This design comes from an exercise in tuning for small area, a short achievable clock period and few clock cycles on the open sky130 flow, not from production work.
Where RTL was checked, it was by simulation tests only, not by an equivalence proof against the original.
No activity file was given, so power comes from the tool's default toggle rates.

==> flow/design.v (excerpt) <==
module day03p2_top (
    input  logic        clk_i,
    input  logic        rst_ni,
    input  logic [3:0]  digit_i,
    input  logic        eol_i,
    output logic [63:0] result_o,
    output logic        ready_o
);
logic [11:0][3:0] s_q, s_d;
logic [11:0]      s_en;
logic [39:0] lo_q;        
logic [23:0] hi_q, hi_d;  
logic [3:0]  d_q;         
logic        busy_q;      
logic        flush_q;     
logic [12:0] t_q;         
logic [11:0] mb_q;        
logic        tg_q;        
logic        fin_q;       
logic        hold_q;      
logic [3:0]  add_q;       
logic        c_q;         
logic        dig, conv, nxt11;
logic [11:1] lt, moved;
logic [11:0] ma;
logic [47:0] r;
logic [39:0] a, b, y;
logic        co;
logic [3:0]  top;
logic [39:0] sum;
assign r     = s_q;
assign dig   = d_q != 4'd0;
assign conv  = busy_q;
assign nxt11 = busy_q & t_q[10] & ~t_q[11];    
always_comb begin
    for (int i = 1; i < 12; i++) lt[i] = s_q[i] < s_q[i-1];
    moved[11] = lt[11];
    for (int i = 10; i >= 1; i--) moved[i] = moved[i+1] | lt[i];
    top = tg_q ? s_q[11] : 4'd0;
    for (int i = 0; i < 12; i++) ma[i] = mb_q[i] | add_q[0];
    for (int j = 0; j < 40; j++) begin
        a[j] = r[j] & ma[j/4];
        if (j >= 2) b[j] = (r[j-2] & mb_q[(j-2)/4]) | (lo_q[j] & add_q[1 + j/14]);
    end
    b[1] = top[2] | top[3] | (lo_q[1] & add_q[1]);
    b[0] = top[1] | top[3] | (lo_q[0] & add_q[1]);
end
bk_add #(.W(40)) u_add (.a(a), .b(b), .ci(top[3]), .y(y), .co(co));
assign sum = {y[38:0], top[0]};
inc_late #(.W(24)) u_inc (.a(hi_q), .ci(c_q), .y(hi_d));
always_comb begin
    s_d[0] = conv ? sum[3:0] : d_q;
    for (int i = 1; i < 12; i++)
        s_d[i] = (i < 10 ? sum[4*i +: 4] : 4'd0) | (t_q[i-1] ? 4'd0 : s_q[i-1]);
    s_en[0] = (conv & ~hold_q) | (dig & (moved[1] | (d_q > s_q[0])));
  ...
Size in the first run: ~150 flip-flops, about 72 I/O pins, about 8600 um2 of cells after synthesis.
==> module bk_add, before the edit <==
module bk_add #(parameter int W = 40) (
    input  logic [W-1:0] a,
    input  logic [W-1:0] b,
    input  logic         ci,
    output logic [W-1:0] y,
    output logic         co
);
    localparam int L = (W < 2) ? 1 : (W < 4) ? 2 : (W < 8) ? 3 : (W < 16) ? 4 : (W < 32) ? 5 : (W < 64) ? 6 : 7;   
    logic [W:0] g [0:2*L];
    logic [W:0] p [0:2*L];
    always_comb begin
        g[0] = {a & b, ci};
        p[0] = {a ^ b, 1'b0};
        for (int l = 0; l < L; l++) begin
            g[l+1] = g[l];
            p[l+1] = p[l];
            for (int i = (2 << l) - 1; i <= W; i += (2 << l)) begin
                g[l+1][i] = g[l][i] | (p[l][i] & g[l][i - (1 << l)]);
                p[l+1][i] = p[l][i] & p[l][i - (1 << l)];
            end
        end
        for (int l = L - 2; l >= 0; l--) begin
            g[2*L-1-l] = g[2*L-2-l];
            p[2*L-1-l] = p[2*L-2-l];
            for (int i = (3 << l) - 1; i <= W; i += (2 << l)) begin
                g[2*L-1-l][i] = g[2*L-2-l][i] | (p[2*L-2-l][i] & g[2*L-2-l][i - (1 << l)]);
                p[2*L-1-l][i] = p[2*L-2-l][i] & p[2*L-2-l][i - (1 << l)];
            end
        end
        for (int i = 0; i < W; i++) y[i] = p[0][i+1] ^ g[2*L-1][i];
        co = g[2*L-1][W];
    end
endmodule
clock: 8.0 ns
lec_check: 0
cap_margin: 20
core_margin: 2
core_utilization: 40
setup_slack_margin: 4.5
slew_margin: 20
run.sh (not shown) runs the stock make flow with config.mk's settings and CLKGATE_MAP_FILE= SYNTH_SCRIPT=/design/flow/synth_recipe.tcl, a recipe that flattens the netlist after the stock synthesis.
Testbench counts at the start, summed over its fixed seeds: cycles 55,312.
==> next run, changes <==
--- a/flow/design.v
+++ b/flow/design.v
@@ -6,5 +6,5 @@
     output logic         co
 );
-    localparam int L = (W < 2) ? 1 : (W < 4) ? 2 : (W < 8) ? 3 : (W < 16) ? 4 : (W < 32) ? 5 : (W < 64) ? 6 : 7;   
+    localparam int L = $clog2(W + 1);
     logic [W:0] g [0:2*L];
     logic [W:0] p [0:2*L];
After rerunning: Total power is unchanged. Design area does not change. Wire length does not change. Area after synthesis stays the same. Critical path depth is unchanged. Utilization does not change. Fmax does not change.
Only the layout flow was run in the second run of this note; the RTL was not checked for function there.


== before ==
Starting RTL as in the previous note.
==> module day03p2_top, before the edit <==
module day03p2_top (
    input  logic        clk_i,
    input  logic        rst_ni,
    input  logic [3:0]  digit_i,
    input  logic        eol_i,
    output logic [63:0] result_o,
    output logic        ready_o
);
logic [11:0][3:0] s_q, s_d;
logic [11:0]      s_en;
logic [39:0] lo_q;        
logic [23:0] hi_q, hi_d;  
logic [3:0]  d_q;         
logic        busy_q;      
logic        flush_q;     
logic [12:0] t_q;         
logic [11:0] mb_q;        
logic        tg_q;        
logic        fin_q;       
logic        hold_q;      
logic [3:0]  add_q;       
logic        c_q;         
logic        dig, conv, nxt11;
logic [11:1] lt, moved;
logic [11:0] ma;
logic [47:0] r;
logic [39:0] a, b, y;
logic        co;
logic [3:0]  top;
logic [39:0] sum;
assign r     = s_q;
assign dig   = d_q != 4'd0;
assign conv  = busy_q;
assign nxt11 = busy_q & t_q[10] & ~t_q[11];    
always_comb begin
    for (int i = 1; i < 12; i++) lt[i] = s_q[i] < s_q[i-1];
    moved[11] = lt[11];
    for (int i = 10; i >= 1; i--) moved[i] = moved[i+1] | lt[i];
    top = tg_q ? s_q[11] : 4'd0;
    for (int i = 0; i < 12; i++) ma[i] = mb_q[i] | add_q[0];
    for (int j = 0; j < 40; j++) begin
        a[j] = r[j] & ma[j/4];
        if (j >= 2) b[j] = (r[j-2] & mb_q[(j-2)/4]) | (lo_q[j] & add_q[1 + j/14]);
    end
    b[1] = top[2] | top[3] | (lo_q[1] & add_q[1]);
    b[0] = top[1] | top[3] | (lo_q[0] & add_q[1]);
end
bk_add #(.W(40)) u_add (.a(a), .b(b), .ci(top[3]), .y(y), .co(co));
assign sum = {y[38:0], top[0]};
inc_late #(.W(24)) u_inc (.a(hi_q), .ci(c_q), .y(hi_d));
always_comb begin
    s_d[0] = conv ? sum[3:0] : d_q;
    for (int i = 1; i < 12; i++)
        s_d[i] = (i < 10 ? sum[4*i +: 4] : 4'd0) | (t_q[i-1] ? 4'd0 : s_q[i-1]);
    s_en[0] = (conv & ~hold_q) | (dig & (moved[1] | (d_q > s_q[0])));
    for (int i = 1; i < 12; i++) s_en[i] = (conv & ~hold_q) | (dig & moved[i]);
end
always_ff @(posedge clk_i or negedge rst_ni) begin
    if (!rst_ni) begin
        hi_q    <= 24'd0;
        busy_q  <= 1'b1;
        flush_q <= 1'b1;
        t_q     <= 13'd0;
        tg_q    <= 1'b1;
        fin_q   <= 1'b0;
        hold_q  <= 1'b0;
        add_q   <= 4'd0;
        c_q     <= 1'b0;
    end else begin
        hi_q   <= hi_d;
        fin_q  <= nxt11;
        hold_q <= nxt11;
        add_q  <= {4{nxt11 & ~flush_q}};
        c_q    <= add_q[0] & co;
        tg_q   <= ~(nxt11 | fin_q);
        if (conv) begin
            busy_q <= ~t_q[12];
            t_q    <= t_q[12] ? 13'd0 : {t_q[11:0], 1'b1};
            if (t_q[12]) flush_q <= 1'b0;
        end else begin
            busy_q <= eol_i;
        end
    end
end
always_ff @(posedge clk_i) begin
    d_q  <= (busy_q | eol_i) ? 4'd0 : digit_i;
    mb_q <= (conv & ~t_q[11] & ~nxt11) ? {mb_q[10:0], 1'b1} : 12'd0;
    if (fin_q) lo_q <= y;
    for (int i = 0; i < 12; i++) if (s_en[i]) s_q[i] <= s_d[i];
end
assign result_o = {hi_q, lo_q};
assign ready_o  = ~busy_q;
endmodule
Settings: LEC_CHECK=0, CAP_MARGIN=20, CORE_MARGIN=2, CORE_UTILIZATION=40, CTS_BUF_LIST=sky130_fd_sc_hd__clkbuf_4 sky130_fd_sc_hd__clkbuf_8, CTS_CLUSTER_DIAMETER=100, CTS_CLUSTER_SIZE=30, SETUP_SLACK_MARGIN=4.5, SLEW_MARGIN=20; clock period 8.0 ns.
Testbench counts of before, summed over its fixed seeds: cycles 55,312.
The following lists how after was set up differently from before:
diff --git a/flow/design.v b/flow/design.v
--- a/flow/design.v
+++ b/flow/design.v
@@ -59,14 +59,15 @@
 logic        busy_q;      
 logic        flush_q;     
-logic [12:0] t_q;         
-logic [11:0] mb_q;        
+logic [10:0] mb_q;        
 logic        tg_q;        
 logic        fin_q;       
 logic        hold_q;      
+logic        done_q;      
 logic [3:0]  add_q;       
 logic        c_q;         
 logic        dig, conv, nxt11;
+logic [10:0] ms;
 logic [11:1] lt, moved;
-logic [11:0] ma;
+logic [9:0]  ma;
 logic [47:0] r;
 logic [39:0] a, b, y;
@@ -77,5 +78,5 @@
 assign dig   = d_q != 4'd0;
 assign conv  = busy_q;
-assign nxt11 = busy_q & t_q[10] & ~t_q[11];    
+assign nxt11 = mb_q[10];    
 always_comb begin
     for (int i = 1; i < 12; i++) lt[i] = s_q[i] < s_q[i-1];
@@ -83,5 +84,6 @@
     for (int i = 10; i >= 1; i--) moved[i] = moved[i+1] | lt[i];
     top = tg_q ? s_q[11] : 4'd0;
-    for (int i = 0; i < 12; i++) ma[i] = mb_q[i] | add_q[0];
+    for (int i = 0; i < 10; i++) ma[i] = mb_q[i] | add_q[0];
+    for (int i = 0; i < 11; i++) ms[i] = mb_q[i] | done_q;
     for (int j = 0; j < 40; j++) begin
         a[j] = r[j] & ma[j/4];
@@ -97,5 +99,5 @@
     s_d[0] = conv ? sum[3:0] : d_q;
     for (int i = 1; i < 12; i++)
-        s_d[i] = (i < 10 ? sum[4*i +: 4] : 4'd0) | (t_q[i-1] ? 4'd0 : s_q[i-1]);
+        s_d[i] = (i < 10 ? sum[4*i +: 4] : 4'd0) | (ms[i-1] ? 4'd0 : s_q[i-1]);
     s_en[0] = (conv & ~hold_q) | (dig & (moved[1] | (d_q > s_q[0])));
     for (int i = 1; i < 12; i++) s_en[i] = (conv & ~hold_q) | (dig & moved[i]);
@@ -106,5 +108,6 @@
         busy_q  <= 1'b1;
         flush_q <= 1'b1;
-        t_q     <= 13'd0;
+        mb_q    <= 11'd0;
+        done_q  <= 1'b0;
         tg_q    <= 1'b1;
         fin_q   <= 1'b0;
@@ -119,8 +122,9 @@
         c_q    <= add_q[0] & co;
         tg_q   <= ~(nxt11 | fin_q);
+        done_q <= fin_q;
+        mb_q   <= (conv & ~nxt11 & ~fin_q & ~done_q) ? {mb_q[9:0], 1'b1} : 11'd0;
         if (conv) begin
-            busy_q <= ~t_q[12];
-            t_q    <= t_q[12] ? 13'd0 : {t_q[11:0], 1'b1};
-            if (t_q[12]) flush_q <= 1'b0;
+            busy_q <= ~done_q;
+            if (done_q) flush_q <= 1'b0;
         end else begin
             busy_q <= eol_i;
@@ -130,5 +134,4 @@
 always_ff @(posedge clk_i) begin
     d_q  <= (busy_q | eol_i) ? 4'd0 : digit_i;
-    mb_q <= (conv & ~t_q[11] & ~nxt11) ? {mb_q[10:0], 1'b1} : 12'd0;
     if (fin_q) lo_q <= y;
     for (int i = 0; i < 12; i++) if (s_en[i]) s_q[i] <= s_d[i];
--- outcome ---
Per the comparison of after with before, sequential share of layout area lost 0.51 points, non-clock inverter count in the final layout lost 12%, cell count lost about 3.2%.
Layout buffer count excluding clock buffers: after lower than before
On pre-CTS worst setup slack, before loses to after.
Area: after vs before -> after smaller
before → after: global-route usage over all layers lower, portion of the layout cell area used by non-clock buffers saw a decrease.
In the reports for after and before, the larger core utilization belongs to before.
Total routed wirelength: after better than before
On die area, after does better than before.
The setup fix buffers added after clock tree synthesis reported for after is smaller than that of before by 10.
Testbench counts of after, summed over its fixed seeds: cycles 55,312.

## static timing again, ports no longer ideal
The flow's constraints put no driver on any port. The routed layouts listed below were extracted and timed again, unchanged, in two steps.
Step 1 (the two cells are an assumption about what drives the block):
set clk [get_ports {clk_i}]
set_driving_cell -lib_cell sky130_fd_sc_hd__clkbuf_16 $clk
set_driving_cell -lib_cell sky130_fd_sc_hd__buf_2 [delete_from_list [all_inputs] $clk]
Step 2 adds t to the input delays and takes it off the output delays; t is the mean of the earliest and latest rising clock arrival at the registers after step 1. Input paths then give back, and output paths get back, about the clock's delay inside the block.
Slacks: ideal / step 1 / step 2; pairs: ideal / step 1.
run	shift t [ns]	setup WS [ns]	worst setup path after step 2	latest minus earliest clock arrival (ns)
the first run of note 1	0.472	4.531 / 4.531 / 4.531	register to register	0.011 / 0.011
the second run of note 1	0.472	4.531 / 4.531 / 4.531	register to register	0.011 / 0.011
before	0.493	4.591 / 4.591 / 4.591	register to register	0.016 / 0.017
after	0.497	4.639 / 4.639 / 4.639	register to register	0.013 / 0.013
After both steps setup and hold are still met in every run listed.
